Background: an optimization exercise with open tools, aiming at small area. Do not read the settings as production practice.
Only simulation tests tie the RTL to the original design; equivalence was not proved.
Power is estimated from default activity; no workload was simulated.

Setup of old:
==> flow/design.v <==
module VendingAlle (
    input wire clk,
    input wire reset,
    input wire boton_moneda,
    input wire boton_p1,
    input wire boton_p2,
    input wire boton_p3,
    input wire boton_p4,
    output reg [6:0] seg,
    output reg [1:0] an,
    output reg [3:0] motor
);
reg [10:0] cd;
reg [5:0]  k;
reg [4:0]  credit;
reg        coin_prev, coin_pend, coin_go;
reg        prev1, prev2, prev3, prev4;
reg        sel_v;
reg [1:0]  sel;
reg [4:0]  tmr;         
reg [1:0]  midx;
reg        b16_d2;      
wire z49    = ~|cd[9:4];
wire tick   = z49 & ~cd[3] & ~cd[2] & ~cd[1] & ~cd[0];             
wire cd0    = z49 & ~cd[10] & ~cd[3] & ~cd[1] & ~cd[0];            
wire cd1    = z49 & ~cd[10] & ~cd[2] & ~cd[1] & cd[0];             
wire cd1536 = (cd == 11'b10010010001);                             
wire [6:0] kn = k + tick;
wire b16    = (k > 6'd46) | ((k == 6'd46) & (an[0] | cd1536));
wire run    = (tmr != 5'd0);
wire coin_edge = boton_moneda & ~coin_prev;
wire [3:0] btn = {boton_p4, boton_p3, boton_p2, boton_p1};
wire [3:0] prev = {prev4, prev3, prev2, prev1};
wire [3:0] chg = btn ^ prev;
wire [3:0] first = chg & ~{chg[2:0] | {chg[1:0], 1'b0} | {chg[0], 2'b0}, 1'b0};
wire [3:0] pedge = first & btn;
wire       pe_any = |pedge;
wire [1:0] pe_idx = {pedge[3] | pedge[2], pedge[3] | pedge[1]};
wire consume = tick & sel_v & ~run;
wire ge1 = |credit;
wire ge4 = credit[4] | credit[3] | credit[2];
wire ge3 = ge4 | (credit[1] & credit[0]);
wire afford = sel[1] ? (sel[0] ? ge4 : ge3) : ge1;
wire buy = consume & btn[sel] & afford;
wire bought = cd1 & (tmr == 5'd25);
wire coin_add = cd1 & coin_go & (credit != 5'd19);
wire [4:0] delta = bought ? (midx[1] ? (midx[0] ? 5'b11100 : 5'b11101) : 5'b11111)
                          : {4'b0000, coin_add};
always @(posedge clk or posedge reset) begin
    if (reset) begin
        cd <= 11'b00000000100;
        k <= 6'd14;
        credit <= 0;
        coin_prev <= 0;
        coin_pend <= 0;
        coin_go <= 0;
        prev1 <= 0;
        prev2 <= 0;
        prev3 <= 0;
        prev4 <= 0;
        sel_v <= 0;
        tmr <= 0;
        an <= 2'b00;
    end else begin
        cd <= {cd[9:0], ~(cd[10] ^ cd[8])} | {8'b0, tick, 2'b0};
        k <= kn[5:0] | {2'b0, kn[6], kn[6], kn[6], 1'b0};
        an <= b16 ? 2'b01 : 2'b10;
        coin_prev <= boton_moneda;
        if (tick) begin
            coin_pend <= coin_pend ? 1'b0 : coin_edge;
            coin_go <= coin_pend & boton_moneda;
        end else begin
            coin_pend <= coin_pend | coin_edge;
        end
        if (first[0]) prev1 <= boton_p1;
        if (first[1]) prev2 <= boton_p2;
        if (first[2]) prev3 <= boton_p3;
        if (first[3]) prev4 <= boton_p4;
        if (pe_any)
            sel_v <= ~(consume & (pe_idx == sel));
        else if (consume)
            sel_v <= 1'b0;
        if (buy)
            tmr <= 5'd26;
        else if (cd0 & run)
            tmr <= tmr - 1'b1;
        credit <= credit + delta;
    end
end
always @(posedge clk) begin
    if (pe_any) sel <= pe_idx;
    if (buy) midx <= sel;
    b16_d2 <= an[0];
end
wire       alive = an[1] | an[0];
wire       u = credit[0];
wire [3:0] t = credit[4:1];
wire sa = b16_d2 | t[3] | t[1] | ~(t[2] ^ t[0]);
wire sb = b16_d2 ? ~u : (~t[2] | ~(t[1] ^ t[0]));
wire sc = b16_d2 | t[2] | ~t[1] | t[0];
wire sd = b16_d2 | t[3] | (~t[2] & ~t[0]) | (t[1] & ~t[0]) | (~t[2] & t[1]) | (t[2] & ~t[1] & t[0]);
wire se = b16_d2 ? ~u : ((~t[2] & ~t[0]) | (t[1] & ~t[0]));
wire sf = b16_d2 | t[3] | (~t[1] & ~t[0]) | (t[2] & ~t[1]) | (t[2] & ~t[0]);
wire sg = b16_d2 ? u : (t[3] | (t[2] ^ t[1]) | (t[1] & ~t[0]));
always @(*) begin
    seg = {sg, sf, se, sd, sc, sb, sa} & {7{alive}};
    motor = run ? (4'b0001 << midx) : 4'b0000;
end
endmodule
export LEC_CHECK = 0
export CAP_MARGIN = 20
export CORE_MARGIN = 2
export CORE_UTILIZATION = 40
export SLEW_MARGIN = 20
create_clock -name core_clock -period 10.0 [get_ports {clk}]
standard.sh (not shown) runs the stock make flow with config.mk's settings and CLKGATE_MAP_FILE= SYNTH_SCRIPT=/design/flow/synth_recipe.tcl, a recipe that flattens the netlist after the stock synthesis.
==> flow/flow/run.sh <==
#!/bin/bash
# Own layout flow: the standard flow (standard.sh) with these changes:
#  - synthesis maps the logic with an area-oriented ABC script (flow/abc_area.script)
#    instead of ORFS's speed script; registers are mapped exactly as in the standard synthesis;
#  - no adder extraction before ABC (ADDER_MAP_FILE empty), so ABC maps all logic;
#  - port buffers use the smallest buffer cell;
#  - clock tree synthesis options (CTS_ARGS below).
# Each tool's output goes to flow.log in the work folder (ORFS's own logs stay under orfs/logs).
set -euo pipefail
W=$(pwd)
{
  echo 'proc abc {args} {'
  echo '  set i [lsearch $args -script]'
  echo "  if {\$i >= 0} { lset args [expr {\$i+1}] $W/flow/abc_area.script }"
  echo '  yosys abc {*}$args'
  echo '}'
  cat "$W/synth_recipe.tcl"
} > "$W/own_synth.tcl"
bash "$W/standard.sh" "SYNTH_SCRIPT=$W/own_synth.tcl" "ADDER_MAP_FILE=" \
  "BUFFER_PORTS_ARGS=-buffer_cell sky130_fd_sc_hd__buf_1" \
  "CTS_ARGS=-sink_clustering_enable -repair_clock_nets -dont_use_dummy_load -buf_list sky130_fd_sc_hd__clkbuf_8" finish > "$W/flow.log" 2>&1
==> flow/flow/abc_area.script <==
strash
&get -n
&st
&deepsyn -T 30
&dch -f
&nf -a -R 1000
&put
topo
old | stages: all done | timing, DRC, antenna: all pass
Setup changes, old to new
-- flow/design.v --
<<< old, line 11
    output reg [3:0] motor
);
reg [10:0] cd;
reg [5:0]  k;
reg [4:0]  credit;
reg        coin_prev, coin_pend, coin_go;
>>> new, line 11
    output reg [3:0] motor
);
reg [10:0] cds;       
reg [5:0]  ks;        
wire [10:0] cd = cds ^ 11'b00000000100;
wire [5:0]  k = ks ^ 6'b001110;
reg [4:0]  credit;
reg        coin_prev, coin_pend, coin_go;
<<< old, line 33
wire [3:0] prev = {prev4, prev3, prev2, prev1};
wire [3:0] chg = btn ^ prev;
wire [3:0] first = chg & ~{chg[2:0] | {chg[1:0], 1'b0} | {chg[0], 2'b0}, 1'b0};
wire [3:0] pedge = first & btn;
wire       pe_any = |pedge;
wire [1:0] pe_idx = {pedge[3] | pedge[2], pedge[3] | pedge[1]};
>>> new, line 35
wire [3:0] prev = {prev4, prev3, prev2, prev1};
wire [3:0] chg = btn ^ prev;
wire [3:0] later = {chg[2] | chg[1] | chg[0], chg[1] | chg[0], chg[0], 1'b0};
wire [3:0] pedge = btn & ~prev & ~later;
wire       pe_any = |pedge;
wire [1:0] pe_idx = {pedge[3] | pedge[2], pedge[3] | pedge[1]};
<<< old, line 49
always @(posedge clk or posedge reset) begin
    if (reset) begin
        cd <= 11'b00000000100;
        k <= 6'd14;
        credit <= 0;
        coin_prev <= 0;
>>> new, line 51
always @(posedge clk or posedge reset) begin
    if (reset) begin
        cds <= 0;
        ks <= 0;
        credit <= 0;
        coin_prev <= 0;
<<< old, line 63
        an <= 2'b00;
    end else begin
        cd <= {cd[9:0], ~(cd[10] ^ cd[8])} | {8'b0, tick, 2'b0};
        k <= kn[5:0] | {2'b0, kn[6], kn[6], kn[6], 1'b0};
        an <= b16 ? 2'b01 : 2'b10;
        coin_prev <= boton_moneda;
>>> new, line 65
        an <= 2'b00;
    end else begin
        cds <= ({cd[9:0], ~(cd[10] ^ cd[8])} | {8'b0, tick, 2'b0}) ^ 11'b00000000100;
        ks <= (kn[5:0] | {2'b0, kn[6], kn[6], kn[6], 1'b0}) ^ 6'b001110;
        an <= b16 ? 2'b01 : 2'b10;
        coin_prev <= boton_moneda;
<<< old, line 73
            coin_pend <= coin_pend | coin_edge;
        end
        if (first[0]) prev1 <= boton_p1;
        if (first[1]) prev2 <= boton_p2;
        if (first[2]) prev3 <= boton_p3;
        if (first[3]) prev4 <= boton_p4;
        if (pe_any)
            sel_v <= ~(consume & (pe_idx == sel));
>>> new, line 75
            coin_pend <= coin_pend | coin_edge;
        end
        prev1 <= boton_p1;
        if (~later[1]) prev2 <= boton_p2;
        if (~later[2]) prev3 <= boton_p3;
        if (~later[3]) prev4 <= boton_p4;
        if (pe_any)
            sel_v <= ~(consume & (pe_idx == sel));
Findings:
Between new and old, the total global routing track utilization does not differ in any meaningful way.
Relative to old, new improves shortest clock period the worst path allows after layout.
Per the comparison of new with old, arrival time at the worst endpoint has decreased; setup slack shows an increase of 80 ps; post-route clock period utilization lost 0.80 points.
For synthesized area, old and new come out practically identical.
In terms of worst hold slack across all endpoints, old and new differ only marginally.
old -> new: fraction of synthesis flops using an asynchronous set or reset pin delta 0, exact match
Going from old to new, first-iteration DRC count grows by 27%.

---

## lane 2
Starts from the design.v that is shown in full above.
==> flow/config.mk <==
export PLATFORM = sky130hd
export DESIGN_NAME = VendingAlle
export DESIGN_NICKNAME = VendingAlle
export VERILOG_FILES = /design/flow/design.v
export SDC_FILE = /design/flow/constraint.sdc
export NUM_CORES = 4
export LEC_CHECK = 0
export CAP_MARGIN = 20
export CORE_MARGIN = 2
export CORE_UTILIZATION = 40
export SLEW_MARGIN = 20
==> flow/constraint.sdc <==
create_clock -name core_clock -period 10.0 [get_ports {clk}]
set_input_delay 2.0000 -clock core_clock [delete_from_list [all_inputs] [get_ports {clk}]]
set_output_delay 2.0000 -clock core_clock [all_outputs]
set_load 0.01 [all_outputs]
run.sh (not shown) runs the stock make flow with config.mk's settings and CLKGATE_MAP_FILE= SYNTH_SCRIPT=/design/flow/synth_recipe.tcl, a recipe that flattens the netlist after the stock synthesis.
Stock flow here: none of the scripts above is used.
Inputs modified between lane 2 and lane 1:
==> flow/design.v <==
module VendingAlle (
    input wire clk,
    input wire reset,
    input wire boton_moneda,
    input wire boton_p1,
    input wire boton_p2,
    input wire boton_p3,
    input wire boton_p4,
    output reg [6:0] seg,
    output reg [1:0] an,
    output reg [3:0] motor
);
reg [10:0] cd;
reg [5:0]  k;
reg [4:0]  credit;
reg        coin_prev, coin_pend, coin_go;
reg [3:0]  prev;
reg        sel_v;
reg [1:0]  sel;
reg [4:0]  tmr;         
reg [1:0]  midx;
reg        b16_d2;      
wire [11:0] cdn = cd + 1'b1;
wire tick   = cdn[11];
wire [6:0] kn = k + tick;
wire cd0    = (cd == 11'd48);
wire cd1    = (cd == 11'd49);
wire b16    = (k >= 6'd47) | ((k == 6'd46) & (cd >= 11'd1584));
wire run    = (tmr != 5'd0);
wire coin_edge = boton_moneda & ~coin_prev;
wire [3:0] btn = {boton_p4, boton_p3, boton_p2, boton_p1};
wire [3:0] chg = btn ^ prev;
wire [3:0] first = chg & ~{chg[2:0] | {chg[1:0], 1'b0} | {chg[0], 2'b0}, 1'b0};
wire [3:0] pedge = first & btn;
wire       pe_any = |pedge;
wire [1:0] pe_idx = {pedge[3] | pedge[2], pedge[3] | pedge[1]};
wire consume = tick & sel_v & ~run;
wire ge1 = |credit;
wire ge4 = credit[4] | credit[3] | credit[2];
wire ge3 = ge4 | (credit[1] & credit[0]);
wire afford = sel[1] ? (sel[0] ? ge4 : ge3) : ge1;
wire buy = consume & btn[sel] & afford;
wire bought = cd1 & (tmr == 5'd25);
wire coin_add = cd1 & coin_go & (credit != 5'd19);
wire [4:0] delta = bought ? (midx[1] ? (midx[0] ? 5'b11100 : 5'b11101) : 5'b11111)
                          : {4'b0000, coin_add};
always @(posedge clk or posedge reset) begin
    if (reset) begin
        cd <= 11'd48;
        k <= 6'd14;
        credit <= 0;
        coin_prev <= 0;
        coin_pend <= 0;
        coin_go <= 0;
        prev <= 0;
        sel_v <= 0;
        tmr <= 0;
        an <= 2'b00;
        b16_d2 <= 0;
    end else begin
        cd <= cdn[10:0] | {5'b0, tick, tick, 4'b0};
        k <= kn[5:0] | {2'b0, kn[6], kn[6], kn[6], 1'b0};
        an <= b16 ? 2'b01 : 2'b10;
        b16_d2 <= an[0];
        coin_prev <= boton_moneda;
        if (tick) begin
            coin_pend <= coin_pend ? 1'b0 : coin_edge;
            coin_go <= coin_pend & boton_moneda;
        end else begin
            coin_pend <= coin_pend | coin_edge;
        end
        prev <= prev ^ first;
        if (pe_any)
            sel_v <= ~(consume & (pe_idx == sel));
        else if (consume)
            sel_v <= 1'b0;
        if (buy)
            tmr <= 5'd26;
        else if (cd0 & run)
            tmr <= tmr - 1'b1;
        credit <= credit + delta;
    end
end
always @(posedge clk) begin
    if (pe_any) sel <= pe_idx;
    if (buy) midx <= sel;
end
wire       alive = an[1] | an[0];
wire       u = credit[0];
wire [3:0] t = credit[4:1];
wire sa = b16_d2 | t[3] | t[1] | ~(t[2] ^ t[0]);
wire sb = b16_d2 ? ~u : (~t[2] | ~(t[1] ^ t[0]));
wire sc = b16_d2 | t[2] | ~t[1] | t[0];
wire sd = b16_d2 | t[3] | (~t[2] & ~t[0]) | (t[1] & ~t[0]) | (~t[2] & t[1]) | (t[2] & ~t[1] & t[0]);
wire se = b16_d2 ? ~u : ((~t[2] & ~t[0]) | (t[1] & ~t[0]));
wire sf = b16_d2 | t[3] | (~t[1] & ~t[0]) | (t[2] & ~t[1]) | (t[2] & ~t[0]);
wire sg = b16_d2 ? u : (t[3] | (t[2] ^ t[1]) | (t[1] & ~t[0]));
always @(*) begin
    seg = {sg, sf, se, sd, sc, sb, sa} & {7{alive}};
    motor = run ? (4'b0001 << midx) : 4'b0000;
end
endmodule
Lane 1 against lane 2: final cell count shows an increase of about 13%; distinct cell type count after synthesis shows an increase of 5; number of global-route vias before repair shows an increase of about 4%.
Looking at data arrival time of the critical path, lane 1 sits 30 ps lower than lane 2 does.
Lane 1 vs. lane 2: overall die width rose by 4.6%; share of the clock period used by the worst path fell by 0.32 points; cell area rose by 220 um^2; global-route usage stayed essentially flat.
Relative to lane 2, total design power increased by about 2.2% in lane 1.

-- static timing again, ports no longer ideal --
The flow's constraints put no driver on any port. The routed layouts listed below were extracted and timed again, unchanged, in two steps.
Step 1 sets driving cells, clkbuf_16 on the clock port and buf_2 on the other inputs (assumed; they add their load-dependent delay and slew).
Step 2 times the ports against the registers' clock, not the clock port: input delays grow and output delays shrink by t, the midpoint of the rising clock arrivals with the driver on.
Three values: ideal, step 1, step 2; two values: the first two.
run	t (ns)	setup slack, ns	worst setup path after step 2	slew at the worst register clock pin (ns)	pins driven straight from the clock port
old	0.311	6.037 / 6.010 / 5.880	input to register	0.08 / 0.08	1
new	0.308	6.117 / 6.091 / 5.868	input to register	0.07 / 0.07	1
lane 2	0.319	5.809 / 5.783 / 6.101	register to output	0.08 / 0.08	1
lane 1	0.316	5.841 / 5.814 / 6.129	register to output	0.08 / 0.08	1
After both steps every run listed still meets setup and hold. For new, which loses most, drivers alone change the setup slack by -0.026 ns; drivers and shift together by -0.249 ns.
